Background: an optimization exercise with open tools, aiming at small area and a short achievable clock period. Do not read the settings as production practice.
At most, simulation tests tie the RTL to the original design; equivalence was not proved.
No driver is modelled on the clock port, so clock power and skew are understated where the tree is cut down; a real chip needs a root buffer or a tree.
No activity file was given, so power comes from the tool's default toggle rates.

==> job 7988 <==
==> flow/design.v <==
module SPI (clk,rst_n,MOSI,MISO,SS_n,rx_data,rx_valid,tx_data,tx_valid);
input MOSI,SS_n,clk,rst_n;
output reg rx_valid;
output reg [9:0] rx_data;
input [7:0] tx_data;
input tx_valid;
output reg MISO;
reg chk, act, sh;
reg is_ra, is_rd;
reg rd_address_first;
reg [3:0] cnt;
wire send = act & is_rd & ~sh & tx_valid & ~cnt[3];
wire last_bit = cnt == 4'd9;
always @(posedge clk,negedge rst_n)
begin
    if(!rst_n) begin
        chk <= 1'b0;
        act <= 1'b0;
        sh <= 1'b0;
        rx_valid <= 1'b0;
        rd_address_first <= 1'b0;
        MISO <= 1'b0;
    end else begin
        chk <= ~SS_n & ~chk & ~act;
        act <= ~SS_n & (chk | act);
        sh <= ~SS_n & (chk | (sh & ~last_bit));
        rx_valid <= act & ~sh;
        if(act & is_ra)
            rd_address_first <= 1'b1;
        else if(act & is_rd)
            rd_address_first <= 1'b0;
        if(send)
            MISO <= tx_data[~cnt[2:0]];
    end
end
always @(posedge clk)
begin
    if(chk) begin
        is_ra <= MOSI & ~rd_address_first;
        is_rd <= MOSI & rd_address_first;
    end
    if(!act || (sh && last_bit))
        cnt <= 4'd0;
    else if(sh || send)
        cnt <= cnt + 4'd1;
    if(sh)
        rx_data <= {rx_data[8:0],MOSI};
end
endmodule
module RAM_pr2(clk,rst_n,din,rx_valid,dout,tx_valid);
input [9:0] din;
input rx_valid,clk,rst_n;
output [7:0] dout;
output reg tx_valid;
reg [21:0] rs;
reg [1:0] part;
reg [1:0] a10;
reg is21;
reg [7:0] cw;
reg valid;
reg [1:0] p3;         
reg [1:0] p4;         
reg match_r;
reg wbe;              
reg wbe_n;            
reg [7:0] rd_r;
reg rd_ok;
wire ld_addr = rx_valid & ~din[8];
wire wr = rx_valid & ~din[9] & din[8];
wire [5:0] h = din[7:2];
reg [2:0] d_hi;
reg [1:0] d_lo, d_part;
reg d_is21;
always @(*) begin
    d_is21 = 1'b0;
    if (h[1:0] != 2'd3) begin
        d_hi = {1'b0, h[5:4]}; d_lo = h[3:2]; d_part = h[1:0];
    end else if (h[3:2] != 2'd3) begin
        d_hi = 3'd4; d_lo = h[5:4]; d_part = h[3:2];
    end else if (h[5:4] != 2'd3) begin
        d_hi = 3'd5; d_lo = 2'd0; d_part = h[5:4];
    end else begin
        d_hi = 3'd5; d_lo = 2'd1; d_part = 2'd0; d_is21 = 1'b1;
    end
end
wire [1:0] p4_nx = p4 + 2'd1;
wire [1:0] p3_nx = (p4 == 2'd3) ? ((p3 == 2'd2) ? 2'd0 : p3 + 2'd1) : p3;
wire match_old = (p4_nx == a10) & (is21 | (p3_nx == part));
wire match_new = (p4_nx == din[1:0]) & (d_is21 | (p3_nx == d_part));
wire match_nx = ld_addr ? match_new : match_old;
wire fetch = rd_ok & ~valid;
wire valid_nx = wr | (~ld_addr & (valid | fetch));
assign dout = cw;
always @(posedge clk,negedge rst_n) begin
    if(!rst_n)
        tx_valid<=0;
    else if(rx_valid)
        tx_valid<=din[9]&din[8];
end
integer k;
always @(posedge clk) begin
    p4 <= p4_nx;
    p3 <= p3_nx;
    if(ld_addr) begin
        for (k = 0; k < 22; k = k + 1)
            rs[k] <= {d_hi, d_lo} == k;
        part <= d_part;
        a10 <= din[1:0];
        is21 <= d_is21;
    end
    match_r <= match_nx;
    valid <= valid_nx;
    wbe <= match_old & valid_nx;
    wbe_n <= ~(match_old & valid_nx);
    if(wr)
        cw <= din[7:0];
    else if(fetch)
        cw <= rd_r;
end
wire [7:0] last [0:21];
reg [7:0] rd;
integer g;
always @(*) begin
    rd = 8'd0;
    for (g = 0; g < 22; g = g + 1)
        rd = rd | ({8{rs[g]}} & last[g]);
end
always @(posedge clk) begin
    rd_r <= rd;
    rd_ok <= match_r & ~ld_addr;
end
genvar l;
generate
for (l = 0; l < 22; l = l + 1) begin : g_loop
    localparam N = (l == 21) ? 4 : 12;
    reg [8*N-1:0] w;
    wire sel = rs[l] & wbe;
    wire keep = ~rs[l] | wbe_n;
    assign last[l] = w[8*N-8 +: 8];
    always @(posedge clk)
        w <= {w[8*N-9:0], ({8{sel}} & cw) | ({8{keep}} & w[8*N-8 +: 8])};
end
endgenerate
endmodule
module Master(SS_n,MOSI,MISO,clk,rst_n);
input MOSI,SS_n,clk,rst_n;
 output MISO;
 wire rx_valid;
wire [9:0] rx_data;
wire [7:0] tx_data;
wire tx_valid;
 SPI   s1 (clk,rst_n,MOSI,MISO,SS_n,rx_data,rx_valid,tx_data,tx_valid);
RAM_pr2  R1(clk,rst_n,rx_data,rx_valid,tx_data,tx_valid);
endmodule
==> flow/flow/run.sh <==
#!/bin/bash
# The standard layout, with the clock tree's top rebuilt after CTS
# (flow/post_cts.tcl, run by ORFS's POST_CTS_TCL hook). The ORFS run's
# output goes to standard_flow.log, its logs to orfs/logs.
set -euo pipefail
here=$(pwd)
export POST_CTS_TCL="$here/flow/post_cts.tcl"
bash standard.sh finish > "$here/standard_flow.log" 2>&1
==> flow/flow/post_cts.tcl <==
# POST_CTS_TCL hook of the ORFS cts step: rebuild the clock tree's top, then
# legalise and repair timing again as the cts step does.
source [file join [file dirname [info script]] retree.tcl]
retree_top
detailed_placement
estimate_parasitics -placement
repair_timing_helper
detailed_placement
check_placement -verbose
estimate_parasitics -placement
report_clock_latency
==> flow/flow/retree.tcl <==
# Rebuild the top of the clock tree that CTS made: the root buffer and the
# branch buffers under it are replaced by four buffers that the clock port
# drives directly, each driving the leaf buffers (the ones that drive the
# flip-flops) of one quarter of the die. The leaf level is kept as CTS made
# it, so every flip-flop still gets its clock through two buffers, with the
# same latency for all of them. Returns without change unless the tree is
# made of non-inverting clock buffers only.
proc drives_nothing {inst} {
  foreach it [$inst getITerms] {
    if {[$it isOutputSignal] && [$it getNet] ne "NULL"} {
      foreach s [[$it getNet] getITerms] { if {[$s isInputSignal]} { return 0 } }
    }
  }
  return 1
}

proc retree_top {} {
  set block [ord::get_db_block]
  set clk [$block findNet clk]
  set roots {}
  foreach it [$clk getITerms] { lappend roots [$it getInst] }
  if {[llength $roots] != 1} { puts "retree: clk drives [llength $roots] cells, not changed"; return }
  # walk the tree: inner buffers, leaf buffers, dummy loads
  set inner {}; set leaves {}; set dummies {}
  set todo $roots
  while {[llength $todo]} {
    set c [lindex $todo 0]; set todo [lrange $todo 1 end]
    set m [[$c getMaster] getName]
    set out {}
    foreach it [$c getITerms] { if {[$it isOutputSignal]} { set out [$it getNet] } }
    set sinks {}
    if {$out ne "" && $out ne "NULL"} {
      foreach it [$out getITerms] { if {[$it isInputSignal]} { lappend sinks $it } }
    }
    if {![string match "sky130_fd_sc_hd__clkbuf_*" $m]} { puts "retree: $m [$c getName] in the tree, not changed"; return }
    set kids {}; set regs 0
    foreach it $sinks {
      set i [$it getInst]
      if {[drives_nothing $i]} {
        lappend dummies $i
      } elseif {[string match "sky130_fd_sc_hd__clkbuf_*" [[$i getMaster] getName]] && [[$it getMTerm] getName] eq "A"} {
        lappend kids $i
      } else { incr regs }
    }
    if {$regs && [llength $kids]} { puts "retree: [$c getName] drives buffers and flip-flops, not changed"; return }
    if {$regs} { lappend leaves $c } else { lappend inner $c; foreach k $kids { lappend todo $k } }
  }
  if {[llength $leaves] < 8 || ![llength $inner]} { puts "retree: [llength $leaves] leaves, not changed"; return }
  puts "retree: [llength $inner] inner buffers, [llength $leaves] leaf buffers, [llength $dummies] dummy loads"
  # remove the old top
  foreach l $leaves { [$l findITerm A] disconnect }
  set dummies [lsort -unique $dummies]
  foreach d $dummies { foreach it [$d getITerms] { if {[$it getNet] ne "NULL"} { $it disconnect } }; odb::dbInst_destroy $d }
  foreach c $inner {
    set out [[$c findITerm X] getNet]
    foreach it [$c getITerms] { if {[$it getNet] ne "NULL"} { $it disconnect } }
    odb::dbInst_destroy $c
    if {[llength [$out getITerms]] == 0 && [llength [$out getBTerms]] == 0} { odb::dbNet_destroy $out }
  }
  # four groups of leaves: halves by x, then halves by y
  set pts {}
  foreach l $leaves {
    set b [$l getBBox]
    lappend pts [list $l [expr {([$b xMin] + [$b xMax]) / 2}] [expr {([$b yMin] + [$b yMax]) / 2}]]
  }
  set pts [lsort -integer -index 1 $pts]
  set h [expr {[llength $pts] / 2}]
  set groups {}
  foreach half [list [lrange $pts 0 [expr {$h - 1}]] [lrange $pts $h end]] {
    set half [lsort -integer -index 2 $half]
    set q [expr {[llength $half] / 2}]
    lappend groups [lrange $half 0 [expr {$q - 1}]] [lrange $half $q end]
  }
  set master [[ord::get_db] findMaster sky130_fd_sc_hd__clkbuf_16]
  set i 0
  foreach g $groups {
    set sx 0; set sy 0
    foreach p $g { set sx [expr {$sx + [lindex $p 1]}]; set sy [expr {$sy + [lindex $p 2]}] }
    set b [odb::dbInst_create $block $master "clkbuf_top_$i"]
    $b setLocation [expr {$sx / [llength $g]}] [expr {$sy / [llength $g]}]
    $b setPlacementStatus PLACED
    $b setSourceType TIMING
    set n [odb::dbNet_create $block "clknet_top_$i"]
    $n setSigType CLOCK
    [$b findITerm A] connect $clk
    [$b findITerm X] connect $n
    foreach p $g { [[lindex $p 0] findITerm A] connect $n }
    puts "retree: clkbuf_top_$i drives [llength $g] leaf buffers"
    incr i
  }
}
==> flow/standard.sh <==
#!/bin/bash
# synth_recipe.tcl (not shown) runs the flow's synth.tcl, then flattens the netlist and writes it again
# the make line also repeats each setting of config.mk as NAME=value (left out here)
make -C /OpenROAD-flow-scripts/flow DESIGN_CONFIG=/design/flow/config.mk WORK_HOME=/design/flow/orfs CLKGATE_MAP_FILE= SYNTH_SCRIPT=/design/flow/synth_recipe.tcl "${@:-finish}"
==> flow/config.mk <==
export PLATFORM = sky130hd
export DESIGN_NAME = Master
export DESIGN_NICKNAME = Master
export VERILOG_FILES = /design/flow/design.v
export SDC_FILE = /design/flow/constraint.sdc
export NUM_CORES = 4
export LEC_CHECK = 0
export ABC_AREA = 1
export CAP_MARGIN = 20
export CORE_MARGIN = 2
export CORE_UTILIZATION = 60
export CTS_CLUSTER_DIAMETER = 100
export CTS_CLUSTER_SIZE = 30
export PLACE_DENSITY = 0.7
export SETUP_SLACK_MARGIN = 2.0
export SLEW_MARGIN = 20
==> flow/constraint.sdc <==
create_clock -name core_clock -period 3.7 [get_ports {clk}]
set_input_delay 0.7400 -clock core_clock [delete_from_list [all_inputs] [get_ports {clk}]]
set_output_delay 0.7400 -clock core_clock [all_outputs]
set_load 0.01 [all_outputs]
==> inputs of job 5620, as changes to job 7988 <==
==> flow/design.v, changed modules only <==
module RAM_pr2(clk,rst_n,din,rx_valid,dout,tx_valid);
input [9:0] din;
input rx_valid,clk,rst_n;
output [7:0] dout;
output reg tx_valid;
reg [19:0] rs;
reg [3:0] al;
reg [1:0] ah;
reg [7:0] cw;
reg valid;
reg [3:0] q;          
reg [1:0] p3;         
reg [1:0] p4;         
reg match_r;
reg wbe;              
wire ld_addr = rx_valid & ~din[8];
wire wr = rx_valid & ~din[9] & din[8];
wire [3:0] dl = din[3:0];
wire [3:0] dh = din[7:4];
wire d_is13 = ~(dl[3] & dl[2] & (dl[1] | dl[0]));
wire [4:0] d_loop = d_is13 ? {1'b0, dh} : {3'b100, dh[3:2]};
wire a_is13 = ~(al[3] & al[2] & (al[1] | al[0]));
wire [3:0] q_nx = (q == 4'd12) ? 4'd0 : q + 4'd1;
wire [1:0] p4_nx = p4 + 2'd1;
wire [1:0] p3_nx = (p4 == 2'd3) ? ((p3 == 2'd3) ? 2'd1 : p3 + 2'd1) : p3;
wire match_old = a_is13 ? (q_nx == al) : ((p3_nx == al[1:0]) & (p4_nx == ah));
wire match_new = d_is13 ? (q_nx == dl) : ((p3_nx == dl[1:0]) & (p4_nx == dh[1:0]));
wire match_nx = ld_addr ? match_new : match_old;
wire fetch = match_r & ~valid & ~ld_addr;
wire valid_nx = wr | (~ld_addr & (valid | fetch));
wire [7:0] last [0:19];
reg [7:0] rd;
integer g;
always @(*) begin
    rd = 8'd0;
    for (g = 0; g < 20; g = g + 1)
        rd = rd | ({8{rs[g]}} & last[g]);
end
assign dout = cw;
always @(posedge clk,negedge rst_n) begin
    if(!rst_n)
        tx_valid<=0;
    else if(rx_valid)
        tx_valid<=din[9]&din[8];
end
integer k;
always @(posedge clk) begin
    q <= q_nx;
    p4 <= p4_nx;
    p3 <= p3_nx;
    if(ld_addr) begin
        for (k = 0; k < 20; k = k + 1)
            rs[k] <= d_loop == k;
        al <= dl;
        ah <= dh[1:0];
    end
    match_r <= match_nx;
    valid <= valid_nx;
    wbe <= match_old & valid_nx;
    if(wr)
        cw <= din[7:0];
    else if(fetch)
        cw <= rd;
end
genvar l;
generate
for (l = 0; l < 20; l = l + 1) begin : g_loop
    localparam N = (l < 16) ? 13 : 12;
    reg [8*N-1:0] w;
    wire sel = rs[l] & wbe;
    assign last[l] = w[8*N-8 +: 8];
    always @(posedge clk)
        w <= {w[8*N-9:0], sel ? cw : w[8*N-8 +: 8]};
end
endgenerate
endmodule
- CTS_BUF_LIST: default -> sky130_fd_sc_hd__clkbuf_8
- CTS_CLUSTER_DIAMETER: 100 -> 50
- CTS_CLUSTER_SIZE: 30 -> 18
==> inputs of job 4289, as changes to job 7988 <==
--- a/flow/design.v
+++ b/flow/design.v
@@ -64,3 +64,2 @@
 reg wbe;              
-reg wbe_n;            
 reg [7:0] rd_r;
@@ -113,3 +112,2 @@
     wbe <= match_old & valid_nx;
-    wbe_n <= ~(match_old & valid_nx);
     if(wr)
@@ -137,6 +135,5 @@
     wire sel = rs[l] & wbe;
-    wire keep = ~rs[l] | wbe_n;
     assign last[l] = w[8*N-8 +: 8];
     always @(posedge clk)
-        w <= {w[8*N-9:0], ({8{sel}} & cw) | ({8{keep}} & w[8*N-8 +: 8])};
+        w <= {w[8*N-9:0], sel ? cw : w[8*N-8 +: 8]};
 end
- CTS_BUF_LIST: default -> sky130_fd_sc_hd__clkbuf_8
- CTS_CLUSTER_DIAMETER: 100 -> 60
- CTS_CLUSTER_SIZE: 30 -> 20
==> inputs of job 9066, as changes to job 7988 <==
--- a/flow/design.v
+++ b/flow/design.v
@@ -64,3 +64,2 @@
 reg wbe;              
-reg wbe_n;            
 reg [7:0] rd_r;
@@ -113,3 +112,2 @@
     wbe <= match_old & valid_nx;
-    wbe_n <= ~(match_old & valid_nx);
     if(wr)
@@ -137,6 +135,5 @@
     wire sel = rs[l] & wbe;
-    wire keep = ~rs[l] | wbe_n;
     assign last[l] = w[8*N-8 +: 8];
     always @(posedge clk)
-        w <= {w[8*N-9:0], ({8{sel}} & cw) | ({8{keep}} & w[8*N-8 +: 8])};
+        w <= {w[8*N-9:0], sel ? cw : w[8*N-8 +: 8]};
 end
- CORE_UTILIZATION: 60 -> 70
- PLACE_DENSITY: 0.7 -> 0.8
==> qor summary <==
quantity	job 9066	job 7988	job 4289	job 5620
Status	finished clean	finished clean	finished clean	finished clean
Max_slew headroom	57.5%	54.0%	59.7%	63.9%
Largest net degree at the start of global routing	31	64	28	33
All-Layer GR Usage	25.1%	18.5%	18.6%	18.0%
First-pass GRT wire length	127000 um	113000 um	112000 um	107000 um
WL/cell	22.3 um	18.3 um	18.3 um	17.1 um
FF+latch area	43000 um^2	43000 um^2	43000 um^2	42900 um^2
Cell Int Power	28.0 mW	28.2 mW	27.1 mW	26.3 mW
Synthesized instance count	2960	3006	2960	2985
Initial antenna violation count	2	1	3	1
Lkg Pwr	19.8 nW	20.3 nW	19.7 nW	19.7 nW
Worst Hold Launch	R1.g_loop[19].w[4]	R1.g_loop[11].w[86]	R1.g_loop[19].w[75]	R1.g_loop[14].w[17]
Total nets after synthesis	2967	3013	2967	2995
Sequential cell count	2122	2123	2122	2116
1st-iter DRT viols	2064	1736	1447	1229
Count of cells along the worst register-to-register path	4	6	3	3
IR Drop Worst-Case VDD	0.513 mV	0.462 mV	0.454 mV	0.536 mV
Sequential share of the synthesized area	91.8%	91.2%	91.8%	91.9%
Clock-pin slew on the worst setup and hold paths	0.11 ns	0.11 ns	0.11 ns	0.10 ns
Clock network fraction of design power	28.0%	27.3%	25.8%	28.3%
No functional check of the RTL was part of job 7988.

## re-timing with driven ports
No port has a modelled driver above. Below, the same layouts with a new extraction and two added sets of constraints. Step 1: set_driving_cell puts a clkbuf_16 on clk and a buf_2 on each other input, an assumption about the parent block. Step 2 moves the port delays by t, midway between the first and last clock arrival at a register: inputs arrive t later, outputs are due t later. That takes back most of the time a late clock gives input paths. Three values: no drivers, after step 1, after step 2; two values: the first two.
run | t (ns) | slack for setup (ns) | worst setup path after step 2
job 7988 | 0.635 | 1.868 / 1.733 / 2.028 | input to register
job 5620 | 0.627 | 1.909 / 1.774 / 2.059 | register to register
job 4289 | 0.617 | 1.919 / 1.785 / 2.012 | register to register
job 9066 | 0.617 | 1.912 / 1.778 / 1.984 | register to register
After both steps every run listed still meets setup and hold.
